Source: an optimization exercise on an open RTL-to-GDS flow (aim: small area and a short achievable clock period). Production flows keep margins and buffers that such runs may drop. At most, simulation tests tie the RTL to the original design; equivalence was not proved. The clock port is modelled as an ideal driver; clocking choices that lean on that would not hold on a real chip. Power figures rest on the tool's default switching activity, not on a simulated workload.

Design encrypter_top, start of the top module:
module encrypter_top(
    input             clk,
    input      [0:79] data_in,
    input      [0:63] master_key,
    input      [0:63] baby_key,
    output reg [0:79] data_out,
    output reg [0:7]  crc
    );
For scale: roughly 3800 cells after synthesis, ~300 flip-flops, about 300 I/O pins, ~0.025 sq mm of cells after synthesis.
==> flow/config.mk <==
export PLATFORM = sky130hd
export DESIGN_NAME = encrypter_top
export DESIGN_NICKNAME = encrypter_top
export VERILOG_FILES = /design/flow/design.v
export SDC_FILE = /design/flow/constraint.sdc
export NUM_CORES = 4
export LEC_CHECK = 0
export CAP_MARGIN = 30
export CORE_MARGIN = 2
export CORE_UTILIZATION = 55
export HOLD_SLACK_MARGIN = 0.1
export SLEW_MARGIN = 30
==> flow/constraint.sdc <==
create_clock -name core_clock -period 22.0 [get_ports {clk}]
set_input_delay 4.4000 -clock core_clock [delete_from_list [all_inputs] [get_ports {clk}]]
set_output_delay 4.4000 -clock core_clock [all_outputs]
set_load 0.01 [all_outputs]
standard.sh (not shown) runs the stock make flow with config.mk's settings and CLKGATE_MAP_FILE= SYNTH_SCRIPT=/design/flow/synth_recipe.tcl, a recipe that flattens the netlist after the stock synthesis.
==> flow/flow/run.sh <==
#!/bin/bash
# Layout flow: the standard ORFS flow, except that synthesis maps the
# logic with flow/abc.script (delay-targeted mapping with area recovery)
# instead of ORFS's ABC speed script, and leaves adders to ABC instead of
# extracting full/half adder cells. Registers, flattening and renaming are
# those of the standard synthesis. Placement buffers the ports with buf_1,
# CTS uses clkbuf_8 without dummy loads, and the output registers' clock is
# delayed as a group after CTS (flow/pre_cts.tcl, flow/post_cts.tcl).
set -uo pipefail
export MY_ABC_SCRIPT="$PWD/flow/abc.script"
export SKEW_CELLS="sky130_fd_sc_hd__clkdlybuf4s25_1 sky130_fd_sc_hd__clkdlybuf4s25_1 sky130_fd_sc_hd__clkbuf_1"
bash standard.sh SYNTH_SCRIPT="$PWD/flow/my_synth.tcl" ADDER_MAP_FILE= \
    SETUP_SLACK_MARGIN=15.6 \
    SKIP_CTS_REPAIR_TIMING=1 \
    PRE_CTS_TCL="$PWD/flow/pre_cts.tcl" POST_CTS_TCL="$PWD/flow/post_cts.tcl" \
    "BUFFER_PORTS_ARGS=-buffer_cell sky130_fd_sc_hd__buf_1" \
    "CTS_ARGS=-sink_clustering_enable -repair_clock_nets -dont_use_dummy_load -buf_list {sky130_fd_sc_hd__clkbuf_8 sky130_fd_sc_hd__clkbuf_16}" \
    finish > flow_make.log 2>&1
status=$?
cp -f orfs/logs/*/*/*/*.log . 2>/dev/null || true
exit $status
==> flow/flow/post_cts.tcl <==
# After CTS: delay the output registers' clock (see pre_cts.tcl) by a chain
# of delay cells in front of skew_out_buf, then repair timing with the skew
# in place.
set skew_block [ord::get_db_block]
set skew_db [ord::get_db]
# SKEW_CELLS: the delay cells, first to last
set skew_list $::env(SKEW_CELLS)
set skew_inst [$skew_block findInst skew_out_buf]
set skew_a [$skew_inst findITerm A]
set skew_prev [$skew_a getNet]
$skew_a disconnect
set skew_loc [$skew_inst getLocation]
for {set k 0} {$k < [llength $skew_list]} {incr k} {
  set d [odb::dbInst_create $skew_block [$skew_db findMaster [lindex $skew_list $k]] skew_dly_$k]
  set dn [odb::dbNet_create $skew_block clk_skew_dly_$k]
  $dn setSigType CLOCK
  [$d findITerm A] connect $skew_prev
  [$d findITerm X] connect $dn
  $d setLocation [lindex $skew_loc 0] [lindex $skew_loc 1]
  $d setPlacementStatus PLACED
  set skew_prev $dn
}
$skew_a connect $skew_prev
puts "post_cts: delay cells $skew_list in front of skew_out_buf"
detailed_placement
estimate_parasitics -placement
# cts.tcl's own repair is skipped (SKIP_CTS_REPAIR_TIMING=1) so that it
# sees this skew; the same steps follow here.
repair_timing_helper
detailed_placement
check_placement -verbose
Other scripts of this flow, unchanged in this note and not shown: flow/flow/abc.script, flow/flow/my_synth.tcl, flow/flow/pre_cts.tcl
The starting point finished clean.
Change:
--- a/flow/flow/run.sh
+++ b/flow/flow/run.sh
@@ -11 +11 @@
-export SKEW_CELLS="sky130_fd_sc_hd__clkdlybuf4s25_1 sky130_fd_sc_hd__clkdlybuf4s25_1 sky130_fd_sc_hd__clkbuf_1"
+export SKEW_CELLS=2 SKEW_CELL=sky130_fd_sc_hd__clkdlybuf4s25_1
@@ -14 +14 @@
-    SKIP_CTS_REPAIR_TIMING=1 \
+    SKIP_CTS_REPAIR_TIMING=1 REMOVE_ABC_BUFFERS=1 \
--- a/flow/flow/post_cts.tcl
+++ b/flow/flow/post_cts.tcl
@@ -6,2 +6,2 @@
-# SKEW_CELLS: the delay cells, first to last
-set skew_list $::env(SKEW_CELLS)
+set skew_cells [expr {[info exists ::env(SKEW_CELLS)] ? $::env(SKEW_CELLS) : 2}]
+set skew_master [$skew_db findMaster [expr {[info exists ::env(SKEW_CELL)] ? $::env(SKEW_CELL) : "sky130_fd_sc_hd__clkdlybuf4s25_1"}]]
@@ -13,2 +13,2 @@
-for {set k 0} {$k < [llength $skew_list]} {incr k} {
-  set d [odb::dbInst_create $skew_block [$skew_db findMaster [lindex $skew_list $k]] skew_dly_$k]
+for {set k 0} {$k < $skew_cells} {incr k} {
+  set d [odb::dbInst_create $skew_block $skew_master skew_dly_$k]
@@ -24 +24 @@
-puts "post_cts: delay cells $skew_list in front of skew_out_buf"
+puts "post_cts: $skew_cells delay cells in front of skew_out_buf"
What happened: Clock skew goes down by 0.11 ns; die area stays the same; total power goes down by 0.67%; register-to-register slack degrades by 0.03 ns; utilization barely changes; worst hold slack degrades by 0.012 ns; critical path depth goes up by 31.
Change:
--- a/flow/flow/run.sh
+++ b/flow/flow/run.sh
@@ -13,2 +13,2 @@
-    SETUP_SLACK_MARGIN=15.6 \
-    SKIP_CTS_REPAIR_TIMING=1 REMOVE_ABC_BUFFERS=1 \
+    SETUP_SLACK_MARGIN=15.5 \
+    SKIP_CTS_REPAIR_TIMING=1 \
@@ -17 +17 @@
-    "CTS_ARGS=-sink_clustering_enable -repair_clock_nets -dont_use_dummy_load -buf_list {sky130_fd_sc_hd__clkbuf_8 sky130_fd_sc_hd__clkbuf_16}" \
+    "CTS_ARGS=-sink_clustering_enable -repair_clock_nets -dont_use_dummy_load -buf_list sky130_fd_sc_hd__clkbuf_8 -sink_clustering_size 24" \
Settings changed: CAP_MARGIN 30 to 20, HOLD_SLACK_MARGIN 0.1 to default, SLEW_MARGIN 30 to 20.
- The changed run completed, yet does not pass: negative hold slack
- power is lower by a few percent
- critical path depth is lower by 31
- wire length barely changes
- fmax decreases slightly
- die area stays the same
- core utilization drops by 2.0 points
- area after synthesis is unchanged

---

encrypter_top again, from the RTL that the note above started with.
==> flow/config.mk <==
export PLATFORM = sky130hd
export DESIGN_NAME = encrypter_top
export DESIGN_NICKNAME = encrypter_top
export VERILOG_FILES = /design/flow/design.v
export SDC_FILE = /design/flow/constraint.sdc
export NUM_CORES = 4
export LEC_CHECK = 0
export CAP_MARGIN = 30
export CORE_MARGIN = 2
export CORE_UTILIZATION = 55
export HOLD_SLACK_MARGIN = 0.1
export SLEW_MARGIN = 30
==> flow/constraint.sdc <==
create_clock -name core_clock -period 22.0 [get_ports {clk}]
set_input_delay 4.4000 -clock core_clock [delete_from_list [all_inputs] [get_ports {clk}]]
set_output_delay 4.4000 -clock core_clock [all_outputs]
set_load 0.01 [all_outputs]
==> flow/flow/run.sh <==
#!/bin/bash
# Layout flow: the standard ORFS flow, except that synthesis maps the
# logic with flow/abc.script (delay-targeted mapping with area recovery)
# instead of ORFS's ABC speed script, and leaves adders to ABC instead of
# extracting full/half adder cells. Registers, flattening and renaming are
# those of the standard synthesis. Placement buffers the ports with buf_1,
# CTS uses clkbuf_8 without dummy loads, and the output registers' clock is
# delayed as a group after CTS (flow/pre_cts.tcl, flow/post_cts.tcl).
set -uo pipefail
export MY_ABC_SCRIPT="$PWD/flow/abc.script"
export SKEW_CELLS=3 SKEW_CELL=sky130_fd_sc_hd__clkdlybuf4s25_1
bash standard.sh SYNTH_SCRIPT="$PWD/flow/my_synth.tcl" ADDER_MAP_FILE= \
    SETUP_SLACK_MARGIN=15.35 \
    SKIP_CTS_REPAIR_TIMING=1 \
    PRE_CTS_TCL="$PWD/flow/pre_cts.tcl" POST_CTS_TCL="$PWD/flow/post_cts.tcl" \
    "BUFFER_PORTS_ARGS=-buffer_cell sky130_fd_sc_hd__buf_1" \
    "CTS_ARGS=-sink_clustering_enable -repair_clock_nets -dont_use_dummy_load -buf_list {sky130_fd_sc_hd__clkbuf_8 sky130_fd_sc_hd__clkbuf_16}" \
    finish > flow_make.log 2>&1
status=$?
cp -f orfs/logs/*/*/*/*.log . 2>/dev/null || true
exit $status
==> flow/flow/abc.script <==
strash
dch
map -D 4500
topo
stime -c
buffer -c
upsize -c -D 4500
dnsize -c -D 4500
==> flow/flow/post_cts.tcl <==
# After CTS: delay the output registers' clock (see pre_cts.tcl) by a chain
# of delay cells in front of skew_out_buf, then repair timing with the skew
# in place.
set skew_block [ord::get_db_block]
set skew_db [ord::get_db]
set skew_cells [expr {[info exists ::env(SKEW_CELLS)] ? $::env(SKEW_CELLS) : 2}]
set skew_master [$skew_db findMaster [expr {[info exists ::env(SKEW_CELL)] ? $::env(SKEW_CELL) : "sky130_fd_sc_hd__clkdlybuf4s25_1"}]]
set skew_inst [$skew_block findInst skew_out_buf]
set skew_a [$skew_inst findITerm A]
set skew_prev [$skew_a getNet]
$skew_a disconnect
set skew_loc [$skew_inst getLocation]
for {set k 0} {$k < $skew_cells} {incr k} {
  set d [odb::dbInst_create $skew_block $skew_master skew_dly_$k]
  set dn [odb::dbNet_create $skew_block clk_skew_dly_$k]
  $dn setSigType CLOCK
  [$d findITerm A] connect $skew_prev
  [$d findITerm X] connect $dn
  $d setLocation [lindex $skew_loc 0] [lindex $skew_loc 1]
  $d setPlacementStatus PLACED
  set skew_prev $dn
}
$skew_a connect $skew_prev
puts "post_cts: $skew_cells delay cells in front of skew_out_buf"
detailed_placement
estimate_parasitics -placement
# cts.tcl's own repair is skipped (SKIP_CTS_REPAIR_TIMING=1) so that it
# sees this skew; the same steps follow here.
repair_timing_helper
detailed_placement
check_placement -verbose
Other scripts of this flow, unchanged in this note and not shown: flow/flow/my_synth.tcl, flow/flow/pre_cts.tcl
The baseline finished clean.
Change:
--- a/flow/flow/run.sh
+++ b/flow/flow/run.sh
@@ -9,7 +9,7 @@
 set -uo pipefail
 export MY_ABC_SCRIPT="$PWD/flow/abc.script"
-export SKEW_CELLS=3 SKEW_CELL=sky130_fd_sc_hd__clkdlybuf4s25_1
+export SKEW_CELLS=2 SKEW_CELL=sky130_fd_sc_hd__clkdlybuf4s25_1
 bash standard.sh SYNTH_SCRIPT="$PWD/flow/my_synth.tcl" ADDER_MAP_FILE= \
-    SETUP_SLACK_MARGIN=15.35 \
+    SETUP_SLACK_MARGIN=15.6 \
     SKIP_CTS_REPAIR_TIMING=1 \
     PRE_CTS_TCL="$PWD/flow/pre_cts.tcl" POST_CTS_TCL="$PWD/flow/post_cts.tcl" \
=> Clock power fell by about 0.9%. Total power rose by 1.6%. Utilization fell by 0.36 points. First-iteration DRC count rose by 1.7%. Setup slack improved by 0.25 ns.
Change:
--- a/flow/flow/run.sh
+++ b/flow/flow/run.sh
@@ -11,5 +11,5 @@
 export SKEW_CELLS=2 SKEW_CELL=sky130_fd_sc_hd__clkdlybuf4s25_1
 bash standard.sh SYNTH_SCRIPT="$PWD/flow/my_synth.tcl" ADDER_MAP_FILE= \
-    SETUP_SLACK_MARGIN=15.6 \
+    SETUP_SLACK_MARGIN=15.5 \
     SKIP_CTS_REPAIR_TIMING=1 \
     PRE_CTS_TCL="$PWD/flow/pre_cts.tcl" POST_CTS_TCL="$PWD/flow/post_cts.tcl" \
The changed run completed without violations.
Utilization came out lower by 0.71 points.
Via count shrinks by 0.84%.
Global-route usage hardly moves.
Total power is lower by 2.0%.
Fmax came out lower by 1.5%.
Sequential share of layout area went up by 0.24 points.
Change:
--- a/flow/flow/run.sh
+++ b/flow/flow/run.sh
@@ -11,5 +11,5 @@
 export SKEW_CELLS=2 SKEW_CELL=sky130_fd_sc_hd__clkdlybuf4s25_1
 bash standard.sh SYNTH_SCRIPT="$PWD/flow/my_synth.tcl" ADDER_MAP_FILE= \
-    SETUP_SLACK_MARGIN=15.5 \
+    SETUP_SLACK_MARGIN=15.6 \
     SKIP_CTS_REPAIR_TIMING=1 \
     PRE_CTS_TCL="$PWD/flow/pre_cts.tcl" POST_CTS_TCL="$PWD/flow/post_cts.tcl" \
==> flow/flow/abc.script (replaced) <==
strash
dch
map -D 4500
topo
stime -c
buffer -c
dnsize -c -D 4500
Effect: The new run ran to the end with no violations. First-iteration DRC count is higher by 8.3%. Clock power is lower by 4.8%. Sequential share of layout area is about the same. Core utilization is higher by 1.7 points. Cell area is about the same. Final cell count hardly moves. Via count is higher by 0.36%.

---

Another version of the RTL of encrypter_top (not shown whole).
Size in the first run: roughly 300 flip-flops, about 22000 µm² of cells after synthesis.
==> flow/config.mk <==
export PLATFORM = sky130hd
export DESIGN_NAME = encrypter_top
export DESIGN_NICKNAME = encrypter_top
export VERILOG_FILES = /design/flow/design.v
export SDC_FILE = /design/flow/constraint.sdc
export NUM_CORES = 4
export LEC_CHECK = 0
export CAP_MARGIN = 30
export CORE_MARGIN = 2
export CORE_UTILIZATION = 55
export HOLD_SLACK_MARGIN = 0.1
export SLEW_MARGIN = 30
==> flow/constraint.sdc <==
create_clock -name core_clock -period 22.0 [get_ports {clk}]
set_input_delay 4.4000 -clock core_clock [delete_from_list [all_inputs] [get_ports {clk}]]
set_output_delay 4.4000 -clock core_clock [all_outputs]
set_load 0.01 [all_outputs]
==> flow/flow/run.sh <==
#!/bin/bash
# Layout flow: the standard ORFS flow, except that synthesis maps the
# logic with flow/abc.script (delay-targeted mapping with area recovery)
# instead of ORFS's ABC speed script, and leaves adders to ABC instead of
# extracting full/half adder cells. Registers, flattening and renaming are
# those of the standard synthesis. Placement buffers the ports with buf_1,
# CTS uses clkbuf_8 without dummy loads, and the output registers' clock is
# delayed as a group after CTS (flow/pre_cts.tcl, flow/post_cts.tcl).
set -uo pipefail
export MY_ABC_SCRIPT="$PWD/flow/abc.script"
export SKEW_CELLS=2 SKEW_CELL=sky130_fd_sc_hd__clkdlybuf4s25_1
bash standard.sh SYNTH_SCRIPT="$PWD/flow/my_synth.tcl" ADDER_MAP_FILE= \
    SETUP_SLACK_MARGIN=15.6 \
    SKIP_CTS_REPAIR_TIMING=1 \
    PRE_CTS_TCL="$PWD/flow/pre_cts.tcl" POST_CTS_TCL="$PWD/flow/post_cts.tcl" \
    "BUFFER_PORTS_ARGS=-buffer_cell sky130_fd_sc_hd__buf_1" \
    "CTS_ARGS=-sink_clustering_enable -repair_clock_nets -dont_use_dummy_load -buf_list {sky130_fd_sc_hd__clkbuf_8 sky130_fd_sc_hd__clkbuf_16}" \
    finish > flow_make.log 2>&1
status=$?
cp -f orfs/logs/*/*/*/*.log . 2>/dev/null || true
exit $status
==> flow/flow/abc.script <==
strash
dch
map -D 4500
topo
stime -c
buffer -c
upsize -c -D 4500
dnsize -c -D 4500
Scripts as last shown in full above: flow/flow/post_cts.tcl
Other scripts of this flow, unchanged in this note and not shown: flow/flow/my_synth.tcl, flow/flow/pre_cts.tcl
The first run never finished: it broke off in global routing with GRT-0232.
Then changed:
==> flow/flow/abc.script (replaced) <==
strash
dch
amap
topo
stime -c
buffer -c
upsize -c -D 4500
dnsize -c -D 4500
Result:
- The changed run died in global routing, error GRT-0116
- synthesized area is lower by about 10%
- synthesized cell count drops by about 18%
No run of this note included a check of the RTL's function; only the layout flow was run.

---

alpha:
Another version of the RTL of encrypter_top (not shown whole).
Size: roughly 3700 cells after synthesis, ~300 flip-flops, about 300 I/O pins, about 24000 um2 of cells after synthesis.
==> flow/config.mk <==
export PLATFORM = sky130hd
export DESIGN_NAME = encrypter_top
export DESIGN_NICKNAME = encrypter_top
export VERILOG_FILES = /design/flow/design.v
export SDC_FILE = /design/flow/constraint.sdc
export NUM_CORES = 4
export LEC_CHECK = 0
export CAP_MARGIN = 20
export CORE_MARGIN = 2
export CORE_UTILIZATION = 55
export SLEW_MARGIN = 20
==> flow/constraint.sdc <==
create_clock -name core_clock -period 22.0 [get_ports {clk}]
set_input_delay 4.4000 -clock core_clock [delete_from_list [all_inputs] [get_ports {clk}]]
set_output_delay 4.4000 -clock core_clock [all_outputs]
set_load 0.01 [all_outputs]
==> flow/flow/run.sh <==
#!/bin/bash
# Layout flow: the standard ORFS flow, except that synthesis maps the
# logic with flow/abc.script (delay-targeted mapping with area recovery)
# instead of ORFS's ABC speed script, and leaves adders to ABC instead of
# extracting full/half adder cells. Registers, flattening and renaming are
# those of the standard synthesis.
set -uo pipefail
export MY_ABC_SCRIPT="$PWD/flow/abc.script"
bash standard.sh SYNTH_SCRIPT="$PWD/flow/my_synth.tcl" ADDER_MAP_FILE= \
    SETUP_SLACK_MARGIN=14 \
    "BUFFER_PORTS_ARGS=-buffer_cell sky130_fd_sc_hd__buf_1" \
    "CTS_ARGS=-sink_clustering_enable -repair_clock_nets -dont_use_dummy_load -buf_list sky130_fd_sc_hd__clkbuf_8 -sink_clustering_size 24" \
    finish > flow_make.log 2>&1
status=$?
cp -f orfs/logs/*/*/*/*.log . 2>/dev/null || true
exit $status
==> flow/flow/abc.script <==
strash
dch
map -D 4500
topo
stime -c
buffer -c
upsize -c -D 4500
dnsize -c -D 4500
==> flow/flow/my_synth.tcl <==
# synth_recipe.tcl with ABC's technology mapping script replaced.
proc synth {args} { yosys synth -nofsm -noshare {*}$args }
proc abc {args} {
  set out {}
  set i 0
  while {$i < [llength $args]} {
    set a [lindex $args $i]
    if {$a eq "-script"} {
      lappend out -script $::env(MY_ABC_SCRIPT)
      incr i 2
      continue
    }
    if {$a eq "-D"} {
      incr i 2
      continue
    }
    lappend out $a
    incr i
  }
  puts "abc (flow/abc.script): $out"
  yosys abc {*}$out
}
source $::env(SCRIPTS_DIR)/synth.tcl
# left out here: clear keep_hierarchy, flatten, clean up, hide names made inside functions, write 1_2_yosys.v
The following lists how beta was set up differently from alpha:
diff --git a/flow/flow/run.sh b/flow/flow/run.sh
--- a/flow/flow/run.sh
+++ b/flow/flow/run.sh
@@ -9,3 +9,3 @@
 bash standard.sh SYNTH_SCRIPT="$PWD/flow/my_synth.tcl" ADDER_MAP_FILE= \
-    SETUP_SLACK_MARGIN=14 \
+    SETUP_SLACK_MARGIN=15 \
     "BUFFER_PORTS_ARGS=-buffer_cell sky130_fd_sc_hd__buf_1" \
[summary]
beta | stages: all done | timing, DRC, antenna: all pass. alpha was carried through to the last stage, and its layout satisfied the timing, design-rule and antenna checks. Diff alpha -> beta: routed wire length +2.6 mm, post-route cell area climbed about 6.5%, area added between synthesis and finish higher. Total power in beta is about 9% above alpha.

-- re-timing with driven ports --
No port has a modelled driver above. Below, the same layouts with a new extraction and two added sets of constraints. Step 1 sets driving cells, clkbuf_16 on the clock port and buf_2 on the other inputs (assumed; they add their load-dependent delay and slew). Step 2, shift: input delay + t, output delay - t, t = (earliest + latest rising clock arrival at the registers) / 2. This alone moves slack from input paths to output paths. a / b / c = ideal / step 1 / step 2; a / b = the first two.
run	shift t [ns]	slack for setup (ns)	hold slack, ns	clock arrival spread, ns	slew at the worst register clock pin (ns)
the first run of note 1	1.086	15.597 / 15.527 / 15.649	0.110 / 0.110 / 0.110	0.746 / 0.746	0.09 / 0.09
the second run of note 1	1.024	15.620 / 15.620 / 15.620	0.098 / 0.098 / 0.098	0.640 / 0.640	0.08 / 0.08
the third run of note 1	1.091	15.550 / 15.485 / 15.644	-0.033 / -0.033 / -0.033	0.728 / 0.728	0.12 / 0.12
the first run of note 2	1.180	15.372 / 15.302 / 15.425	0.067 / 0.067 / 0.067	0.941 / 0.940	0.09 / 0.09
the second run of note 2	1.050	15.618 / 15.548 / 15.668	0.082 / 0.082 / 0.082	0.686 / 0.687	0.08 / 0.08
the third run of note 2	1.051	15.520 / 15.520 / 15.520	0.087 / 0.087 / 0.087	0.681 / 0.681	0.09 / 0.09
the fourth run of note 2	1.019	15.472 / 15.472 / 15.472	0.123 / 0.123 / 0.123	0.644 / 0.643	0.08 / 0.08
alpha	0.684	14.259 / 14.259 / 14.259	0.598 / 0.598 / 0.598	0.083 / 0.084	0.07 / 0.07
beta	0.683	15.151 / 15.151 / 15.151	0.598 / 0.598 / 0.598	0.079 / 0.080	0.07 / 0.07
In 7 of these runs the clock reaches the registers at very different times; t lies between them, and the last value is a rough guide only.
